Background: an optimization exercise with open tools, aiming at small area. Do not read the settings as production practice. In this exercise RTL edits were held to simulation tests only and were not proved equivalent to the original. Power and IR drop assume default switching activity.

==> design.v <==
module vga_sync(clk, ce, reset, in_r, in_g, in_b,
	px, py, vga_r, vga_g, vga_b, hsync, vsync, vga_sync, vga_blank, vga_clk);
	input clk, ce;
	input reset;
	input [9:0] in_r, in_g, in_b;
	output reg [9:0] px, py;  
	output [9:0] vga_r, vga_b, vga_g;
	output reg hsync, vsync;
	output vga_sync, vga_blank;
	output vga_clk;
	reg video_on;
	reg [9:0] hcount, vcount;
	always @(posedge clk or posedge reset) begin
		if(reset) hcount<=0;
		else if(ce) begin
			if(hcount==799) hcount<=0;
			else hcount <= hcount+1;
		end
	end
	always @(posedge clk or posedge reset) begin
		if(reset) hsync <= 1;
		else if(ce) if((hcount>=659)&&(hcount<=755)) hsync <= 0;
		else hsync <= 1;
	end
	always @(posedge clk or posedge reset) begin
		if(reset)
			vcount <= 0;
		else if (ce && hcount==799) begin
			if(vcount == 524) vcount <= 0;
			else vcount <= vcount +1;
		end
	end
	always @(posedge clk or posedge reset) begin
		if(reset) vsync <= 1;
		else if(ce) if((vcount >= 493)&&(vcount <= 494)) vsync <= 0;
		else vsync <= 1;
	end
	always @(posedge clk or posedge reset) begin
		if(reset) begin
			video_on <= 0;
			px <= 0;
			py <= 0;
		end else if(ce) begin
			video_on <= (hcount <=639) && (vcount <= 479);
			px <= hcount;
			py <= vcount;
		end
	end
	assign vga_clk = ce;
	assign vga_blank = hsync & vsync;
	assign vga_sync = 1'b0;
	assign vga_r = video_on ? in_r : 10'h000;
	assign vga_g = video_on ? in_g : 10'h000;
	assign vga_b = video_on ? in_b : 10'h000;
endmodule
module vga_datapath(clk, reset, pixel,
	ovga_clk, ovga_r, ovga_g, ovga_b,
	ovga_hs, ovga_vs, ovga_sync_n, ovga_blank_n, px, py);
	input clk, reset;
	input [23:0] pixel;
	output reg ovga_clk;
	output reg [7:0] ovga_r, ovga_g, ovga_b;
	output reg ovga_hs, ovga_vs;
	output reg ovga_sync_n;
	output reg ovga_blank_n;
	output [9:0] px, py;
	wire [7:0] in_r, in_g, in_b;
	wire [7:0] vga_r, vga_g, vga_b;
	wire hsync, vsync, vga_sync, vga_blank, vga_clk;
	reg clk25;
	always @(posedge clk or posedge reset) begin
		if(reset) clk25 <= 0;
		else clk25 <= ~clk25;
	end
	vga_sync u1 (clk, ~clk25, reset, in_r, in_g, in_b, px, py, vga_r, vga_g, vga_b, hsync, vsync, vga_sync, vga_blank, vga_clk);
	always @* begin
		ovga_clk = vga_clk;
		{ovga_r, ovga_g, ovga_b} = {vga_r, vga_g, vga_b};
		{ovga_hs, ovga_vs} = {hsync, vsync};
		ovga_sync_n = vga_sync;
		ovga_blank_n = vga_blank;
	end
	assign in_r = pixel[23:16];
	assign in_g = pixel[15:8];
	assign in_b = pixel[7:0];
endmodule
module monitor_output(clk, reset, pixel, ovga_clk, ovga_r, ovga_g, ovga_b,
	ovga_hs, ovga_vs, ovga_sync_n, ovga_blank_n, px, py);
	input clk, reset;
	input [23:0] pixel;
	output ovga_clk;
	output [7:0] ovga_r, ovga_g, ovga_b;
	output ovga_hs, ovga_vs;
	output ovga_sync_n;
	output ovga_blank_n;
	output [9:0] px, py;
	vga_datapath u1 (clk, reset, pixel, ovga_clk, ovga_r, ovga_g, ovga_b,
		ovga_hs, ovga_vs, ovga_sync_n, ovga_blank_n, px, py);
endmodule
module game_controller(clk, reset, ready_button, right, left,
		sig_dead,  ready_sig, start_sig,  play_sig,  pause_sig, left_sig, right_sig);
	input clk, reset, ready_button;
	input right, left;
	input sig_dead;
	output reg ready_sig, start_sig, play_sig, pause_sig, left_sig, right_sig;
	parameter S0=0, S1=1, S2=2, S3=3, S4=4;
	reg [3:0] state;
	always @(posedge clk or posedge reset) begin
		if(reset) begin	 
			state <= S0;
			play_sig <= 0;
			pause_sig <= 0;
			ready_sig <= 0;
			start_sig <= 0;
			left_sig <= 0;
			right_sig <= 0;
			end
		else begin
			ready_sig <= 0;
			start_sig <= 0;
			left_sig <= 0;
			right_sig <= 0;
			case(state)
			S0 : if(ready_button) begin  
					ready_sig <= 1;
					play_sig <= 0;
					pause_sig <= 0;
					state <= S1;
					end
			S1 : begin
					start_sig <= 1;
					play_sig <= 1;
					state <= S2;
				  end
			S2 : if (sig_dead) begin state <= S3; play_sig <= 0; end
				  else if (left) left_sig <= 1;
				  else if (right) right_sig <= 1;
			S3 : begin
					ready_sig <= 0;
					play_sig <= 0;
					start_sig <= 0;
					pause_sig <= 1;
					state <= S0;
					end
			default : state <= S0;
			endcase
		end  
	end  
endmodule
module game_datapath(clk, game_clk, reset, px, py,
	ready_sig, start_sig, play_sig, pause_sig, left_sig, right_sig,
	pixel, sig_dead);
	input clk, game_clk, reset;
	input [9:0] px, py;
	input ready_sig, start_sig, play_sig, pause_sig, left_sig, right_sig;
	output reg [23:0] pixel;
	output reg sig_dead;
	reg [7:0] player_bar_size_x, player_bar_size_y;
	reg [9:0] player_bar_x, player_bar_y;  
	reg [7:0] player_bar_vx;
	reg [7:0] ai_bar_size_x, ai_bar_size_y;
	reg [9:0] ai_bar_x, ai_bar_y;  
	reg [7:0] ai_bar_vx;
	reg [7:0] ball_size;
	reg [9:0] ball_x, ball_y;  
	reg [7:0] ball_vx, ball_vy; 
	reg ball_vxd, ball_vyd;	 
	always @(posedge clk or posedge reset) begin
		if(reset) pixel <= 24'h000000;
		else if (pause_sig) pixel <= 24'h000000;
		else begin  
			pixel <= 24'h000000;
			if ((px>=player_bar_x)&&(px<player_bar_x+player_bar_size_x)&&(py>=player_bar_y)&&(py<player_bar_y+player_bar_size_y)) begin
				if (!pause_sig && play_sig) pixel <= 24'h00ffff;  
			end else if ((px>=ai_bar_x)&&(px<=ai_bar_x+ai_bar_size_x)&&(py>=ai_bar_y)&&(py<=ai_bar_y+ai_bar_size_y)) begin
				if (!pause_sig && play_sig) pixel <= 24'hf000ff;
			end else if ((px>=ball_x)&&(px<ball_x+ball_size)&&(py>=ball_y)&&(py<ball_y+ball_size)) begin  
				if((px-ball_x >= 3)&&(px-ball_x<7)&&(py-ball_y==0||py-ball_y==9)) begin
					if(!pause_sig && play_sig) pixel <= 24'hfff0ff; 
				end else if((px-ball_x>=1) && (px-ball_x<9) &&(py-ball_y>=1 && py-ball_y<3 || py-ball_y>=7 && py-ball_y<9)) begin
					if(!pause_sig && play_sig) pixel <= 24'hfff0ff;
				end else if(py-ball_y>=3 && py-ball_y<7) begin
					if(!pause_sig && play_sig) pixel<=24'hfff0ff;
				end else begin  
						pixel<=24'h000000;
				end  
			end  
		end  
	end  
	always @(posedge clk or posedge reset) begin	 
		if(reset) begin
			player_bar_x<=290;
			player_bar_y<=450;
			player_bar_vx<=0;
			player_bar_size_x<=0;
			player_bar_size_y<=0;
		end else begin  
			if(ready_sig) begin
				player_bar_x<=290;
				player_bar_y<=450;
				player_bar_vx<=0;
				player_bar_size_x<=60;
				player_bar_size_y<=10;
			end else if(start_sig) begin
				player_bar_vx <= 10;
			end else begin  
				if(play_sig && !pause_sig) begin
					if(game_clk) begin	 
						if(left_sig) begin  
							if(player_bar_x-player_bar_vx <= 0 || player_bar_x-player_bar_vx > 640) player_bar_x <= 0;
							else player_bar_x<=player_bar_x-player_bar_vx;
						end
						else if(right_sig) begin  
							if(player_bar_x+player_bar_vx+player_bar_size_x>=640||player_bar_x+player_bar_size_x+player_bar_vx < 0) 
								player_bar_x <= 640-player_bar_size_x;
							else player_bar_x <= player_bar_x+player_bar_vx;
						end  
					end  
				end  
			end  
		end  
	end  
	always @(posedge clk or posedge reset) begin  
		if(reset) begin
			ai_bar_x <= 290;
			ai_bar_y <= 30;
			ai_bar_vx <= 0;
			ai_bar_size_x <= 0;
			ai_bar_size_y <= 0;
		end else begin  
			if(ready_sig) begin
				ai_bar_x <= 290;
				ai_bar_y <= 30;
				ai_bar_vx <= 0;
				ai_bar_size_x <= 60;
				ai_bar_size_y <= 10;
			end else if (start_sig) begin
				ai_bar_vx <= 20;
				ai_bar_x <= 290;
			end else begin  
				if(play_sig && !pause_sig)	begin
					if(ball_x+ball_size < ai_bar_x) ai_bar_x <= ball_x - 30;
					else if (ball_x > ai_bar_x+ai_bar_size_x) ai_bar_x <= ball_x + 30;
					else if(ai_bar_x-ai_bar_vx<=0 || ai_bar_x-ai_bar_vx>640) ai_bar_x <= 0;
					else if(ai_bar_x+ai_bar_vx+ai_bar_size_x>=640) ai_bar_x <= 640-ai_bar_size_x;
				end 
			end  
		end  
	end  
	always @(posedge clk or posedge reset) begin  
		if(reset) begin  
			ball_y <= 430;
			ball_vy <= 0;
			ball_vyd <= 0;
			ball_x <= 315;
			ball_vx <= 0;
			ball_vxd <= 0;
			ball_size <= 0;
			sig_dead <= 0;
		end else begin  
			sig_dead <= 0;
			if(ready_sig) begin  
				ball_y <= 430;
				ball_vy <= 0;
				ball_x <= 315;
				ball_vx <= 0;
				ball_size <= 10;
			end else if(start_sig) begin  
				ball_vy <= 1; 
				ball_vyd <= 1;  
				ball_vx <=1; 
				ball_vxd <= 1;  
			end else begin  
				if(play_sig&&!pause_sig) begin  
					if(game_clk) begin
						if(ball_vyd) begin  
							if(ball_y+ball_vy+ball_size>=480) begin ball_vyd <= ~ball_vyd; sig_dead <= 1; end 	 
							else if ( ball_x + ball_size > player_bar_x
									&& ball_x < player_bar_x + player_bar_size_x
									&& ball_y + ball_vy + ball_size >= player_bar_y
									&& ball_y + ball_vy <= player_bar_y + player_bar_size_y ) ball_vyd <= ~ball_vyd;
							else ball_y <= ball_y+ball_vy;
						end  
						else begin  
							if(ball_y-ball_vy <= 0) begin sig_dead <= 1; ball_vyd <= ~ball_vyd; end
							else if (ball_x+ball_size > ai_bar_x
									&& ball_x < ai_bar_x + ai_bar_size_x
									&& ball_y - ball_vy <= ai_bar_y + ai_bar_size_y
									&& ball_y+ball_size-ball_vy > ai_bar_y) ball_vyd <= ~ball_vyd;
							else ball_y <= ball_y-ball_vy;
						end  
						if(ball_vxd) begin  
								if(ball_x>=479) ball_vxd <= ~ball_vxd;
								else ball_x <= ball_x + ball_vx;
						end  
						else begin  
								if(ball_x<=1) ball_vxd <= ~ball_vxd;
								else ball_x <= ball_x - ball_vx;
						end  
						end  
					end  
				end  
			end  
		end  
endmodule	
module pong_main(clk, reset, right, left, ready_button,
	px, py, pixel );
	input clk, reset;
	input [9:0] px, py;
	input right, left;
	input ready_button;
	output [23:0] pixel;
	reg [19:0] game_clk_counter;  
	reg game_clk;
	wire sig_dead;
	wire ready_sig, start_sig, play_sig, pause_sig, left_sig, right_sig;
	always @(posedge clk or posedge reset) begin
		if(reset) begin
			game_clk_counter<=20'h00000;
			game_clk<=0;
		end else begin
			game_clk<=0;
			if(game_clk_counter<20'h003E7) begin
				game_clk_counter<=game_clk_counter+1;
			end else begin
				game_clk_counter<=20'h00000;
				game_clk<=1;
			end
		end
	end
	game_controller u1 (clk, reset, ready_button, right, left, sig_dead,
		ready_sig, start_sig, play_sig, pause_sig, left_sig, right_sig);
	game_datapath u2 (clk, game_clk, reset, px, py, ready_sig, start_sig,
		play_sig, pause_sig, left_sig, right_sig, pixel, sig_dead);
endmodule
module pongproject(clk, reset, 
	ready_button, 
	right, left,
	ovga_clk, ovga_r, ovga_g, ovga_b,
	ovga_hs, ovga_vs, ovga_sync_n, ovga_blank_n);
	input clk, reset;
	input ready_button;
	input right, left;
	output ovga_clk;
	output [7:0] ovga_r, ovga_g, ovga_b;
	output ovga_hs, ovga_vs;
	output ovga_sync_n;
	output ovga_blank_n;
	wire [9:0] px, py;
	wire [23:0] pixel;
	monitor_output u2 (clk, reset, pixel, ovga_clk, ovga_r, ovga_g,
		ovga_b, ovga_hs, ovga_vs, ovga_sync_n, ovga_blank_n, px, py);
	pong_main u1(clk, reset, right, left, ready_button, px, py, pixel);
endmodule
==> run.sh <==
#!/bin/bash
# synth_recipe.tcl (not shown) runs the flow's synth.tcl, then flattens the netlist and writes it again
# the make line also repeats each setting of config.mk as NAME=value (left out here)
make -C /OpenROAD-flow-scripts/flow DESIGN_CONFIG=/design/flow/config.mk WORK_HOME=/design/flow/orfs CLKGATE_MAP_FILE= SYNTH_SCRIPT=/design/flow/synth_recipe.tcl finish
==> config.mk <==
export PLATFORM = sky130hd
export DESIGN_NAME = pongproject
export DESIGN_NICKNAME = pongproject
export VERILOG_FILES = /design/flow/design.v
export SDC_FILE = /design/flow/constraint.sdc
export NUM_CORES = 4
export LEC_CHECK = 0
export CAP_MARGIN = 20
export CORE_MARGIN = 2
export CORE_UTILIZATION = 40
export SLEW_MARGIN = 20
==> constraint.sdc <==
create_clock -name core_clock -period 10.0 [get_ports {clk}]
set_input_delay 2.0000 -clock core_clock [delete_from_list [all_inputs] [get_ports {clk}]]
set_output_delay 2.0000 -clock core_clock [all_outputs]
set_load 0.01 [all_outputs]
==> notes.md <==
status=timing/DRC/antenna clean; critical path fanouts, max=26; Comb pwr share=59.3%; WL final=34600 um; Vias=10558; Yosys warnings=11; Max VDD drop=0.121 mV; Static Leak=6.06 nW; slowest cell delay on critical path=0.75 ns; Max Cap Violations=0; post-synthesis register bit count=122; setup_tns=0 ns; commonest non-fill, non-tap cell in the layout=ha_1; # resized after CTS=0; Syn Std Cell Area=approximately 12000 um2; startpoint types=flop; Power Dens Cells=248 nW/um2; initial DRC count=723; DIE WIDTH=179 um; P&R area growth vs syn=9.39%; crit path DAT=approximately 5.0 ns; first-pass GRT wire length=between 50000 and 60000 um; Synth Flop Type=dfrtp_1; Finish-stage setup viols=0; Worst Hold Class=reg2reg; Initial Util=40.9%; die footprint=32000 um2; register area share after synthesis=around 25%; Avg Inst Size Synth=8.69 um2; drt wl/cell=19.0 um; post-synth cell types=91; CTS max path bufs=2; GR Overflow Total=0; layout cells sized above 1=7.63%; Final Util=44.8%; post-DP HPWL=~26000 um; clock network power share=18.7%; Hold Buf Count CTS=0; slew margin rel.=41.7%; cell count of the worst reg-to-reg path=16; vias per inst=~5.8; Int Pwr=0.00172 W; sw frac=48.2%; largest area contributor in the netlist=dfrtp_1; Gate Count Post-Synth=between 1000 and 1500; worst-skew pair later-pin latency=0.45 ns; drc violations=0; RSZ-0062 raised after global routing=false; initial antenna violation count=0; total CTS buffers=17; row count=63; worst hold path startpoint=u1.u2.sig_dead$_DFF_PP0_; final net count=about 1600; Max Clk Rate=about 210 MHz; number of global-route vias before repair=10398; Die Y=179 um; IO Pins=34; Fill cells=2928; Clock transition at path regs=0.06 ns; Final Skew=0.0224 ns; EDFF count, synth=0; # H-tree levels=4; Post-CTS Setup Bufs=0; crit end category=flop; Worst Hold Path EP=u1.u1.left_sig$_DFF_PP0_; final max-slew violation count=0; share of total power in sequential cells=22.1%; Sink Count=122; ant diodes=0; final hold vios=0; first-pass detailed-route iteration total=5; GP Congestion=0.916; Worst Tran Pin Value=0.874 ns; crit path time final=4.69 ns; top cells by area, synth=dfrtp_1, ha_1, xnor2_1, dfstp_2, a21oi_1; CP Class=reg2reg; most frequent cells in the layout=ha_1, inv_1, dfrtp_1; Synth top area share=a little over a fifth; FF-to-FF End=u1.u2.ai_bar_x[2]$_DFFE_PP0P_; IO Port Bufs=32; async set or reset register ratio after synthesis=100%; core area=29900 um2; CTS tree=yes; hold path cells=1; Total GRT Usage=22.4%; CP max stage cell=a221oi_1; fin crit share=between 40% and 50%; pin count of the biggest net entering global routing=67; required time worst endpoint=10.34 ns; antenna viol nets, final=0; NetSw=around 0.0016 W; Root Buffer=clkbuf_16; Worst R2R Setup Slack=5.31 ns; critical path, cell by cell=buf_4 -> ha_1 -> fa_1 -> a21o_1 -> a21oi_1 -> nor3_1 -> xnor2_1 -> ha_1 -> nand4_1 -> inv_1 -> a221oi_1 -> or2_2 -> and3_1 -> a21o_1 -> a211oi_1 -> a211oi_1; R2R Path Start=u1.u2.ball_size[1]$_DFFE_PP0P_
## worst max-delay path by stage
stage / from / end / slack (ns) / cells past startpoint
floorplan: reset / u1.game_clk$_DFF_PP0_ / 4.79 / 1
finish: u1.u2.ball_size[1]$_DFFE_PP0P_ / u1.u2.ai_bar_x[2]$_DFFE_PP0P_ / 5.31 / 16
global placement: u1.u2.ball_size[1]$_DFFE_PP0P_ / u1.u2.ai_bar_x[5]$_DFFE_PP1P_ / 5.51 / 16
global route: u1.u2.ball_size[1]$_DFFE_PP0P_ / u1.u2.ai_bar_x[2]$_DFFE_PP0P_ / 4.92 / 16
CTS: u1.u2.ball_size[1]$_DFFE_PP0P_ / u1.u2.ai_bar_x[2]$_DFFE_PP0P_ / 5.33 / 16
detailed placement: u1.u2.ball_size[1]$_DFFE_PP0P_ / u1.u2.ai_bar_x[2]$_DFFE_PP0P_ / 5.37 / 16
## Yosys cell counts, types with 16 or more instances
cell	count
a21oi_1	84
nor4_1	20
xor2_1	27
a211oi_1	17
a31oi_1	18
xnor2_1	68
nor3_1	32
inv_1	104
nor2b_1	25
ha_1	182
nor2_1	97
nand2_1	84
buf_4	21
o21ai_0	69
or3_1	16
mux2_2	21
a21o_1	28
o211ai_1	17
dfstp_2	20
dfrtp_1	102
clkbuf_1	23
nand4_1	27
nand3_1	42
## layout make-up
cell class                 count  area, um2  area share [%]
clock inverter                15        140            1.05
inverter                     109        412            3.08
sequential                   122       3080            23.0
clock buffer                  17        425            3.18
tap                          390        488            3.65
multi-input combinational   1128       8470            63.3
timing repair buffer          37        358            2.68
## kinds of logic after synthesis
family / Yosys count / share of synthesized area, %
compound gates: 356 / 19.7
xor+xnor: 96 / 6.99
fa+ha+maj: 194 / 20.5
buf+inv: 166 / 5.88
flops: 122 / 25.2
mux: 32 / 2.84
other cells: 1 / 0.0307
simple gates: 439 / 18.9
## worst max-delay path, delay by kind of cell (launching register included)
| family | cells | cell delay (ns) |
|---|---|---|
| simple gates | 4 | 0.73 |
| xor+xnor | 1 | 0.23 |
| buf+inv | 2 | 0.31 |
| fa+ha+maj | 3 | 0.99 |
| flops | 1 | 0.37 |
| compound gates | 6 | 1.94 |
## sequential cells by signal, indices dropped and copies added, names as in the netlist, 2 cells and up
| register | flops |
|---|---|
| u1.game_clk_counter | 20 |
| u1.u2.ai_bar_x | 10 |
| u1.u2.ball_x | 10 |
| u1.u2.ball_y | 10 |
| u2.u1.u1.hcount | 10 |
| u2.u1.u1.px | 10 |
| u2.u1.u1.py | 10 |
| u2.u1.u1.vcount | 10 |
| u1.u2.player_bar_x | 9 |
| u1.u2.pixel | 5 |
| u1.u1.state | 2 |
## per-stage QoR
| step | setup slack (ns) | hold WS [ns] | total power, W | cells | area (um2) |
|---|---|---|---|---|---|
| finish | 5.31 | 0.470 | 0.00332 | 1818 | 13400 |
| global route | 4.92 | 0.499 | 0.00361 | 1818 | 13400 |
| CTS | 5.33 | 0.470 | 0.00331 | 1818 | 13400 |
| detailed placement | 5.37 | 0.457 | 0.00267 | 1786 | 12800 |
| global placement | 5.51 | 0.457 | 0.00261 | 1785 | 12800 |
| floorplan | 4.79 | 0.425 | 0.00218 | 1416 | 12300 |
## layer usage
layer | part of all wire [%] | wire (um) | GRT usage, %
met1 | 47 | 16400 | 31.0
met2 | 46 | 15900 | 36.3
met3 | 4.2 | 1450 | 3.10
met4 | 2.4 | 823 | 7.01
met5 | 0 | 0 | 0
## power groups by stage
| stage | registers, W | logic, W | clock network, W |
|---|---|---|---|
| 2_1_floorplan | 0.000639 | 0.00154 | 0 |
| 3_3_place_gp | 0.000733 | 0.00188 | 0 |
| 3_5_place_dp | 0.000735 | 0.00193 | 0 |
| 4_1_cts | 0.000727 | 0.00195 | 0.000634 |
| 5_1_grt | 0.000742 | 0.00221 | 0.000653 |
| 6_report | 0.000732 | 0.00197 | 0.000619 |

## static timing again, ports no longer ideal
The results above use ideal ports. As a check the final layout listed here was re-extracted and re-timed, cells and wires unchanged. Step 1 sets driving cells, clkbuf_16 on the clock port and buf_2 on the other inputs (assumed; they add their load-dependent delay and slew). Step 2, shift: input delay + t, output delay - t, t = (earliest + latest rising clock arrival at the registers) / 2. This alone moves slack from input paths to output paths. a / b / c = ideal / step 1 / step 2; a / b = the first two.
t (ns): 0.488
setup slack, ns: 5.315 / 5.315 / 5.315
worst setup path after step 2: register to register
After both steps this run still meets setup and hold. The setup slack of this run moves by 0.000 ns with the drivers and by 0.000 ns with both steps.
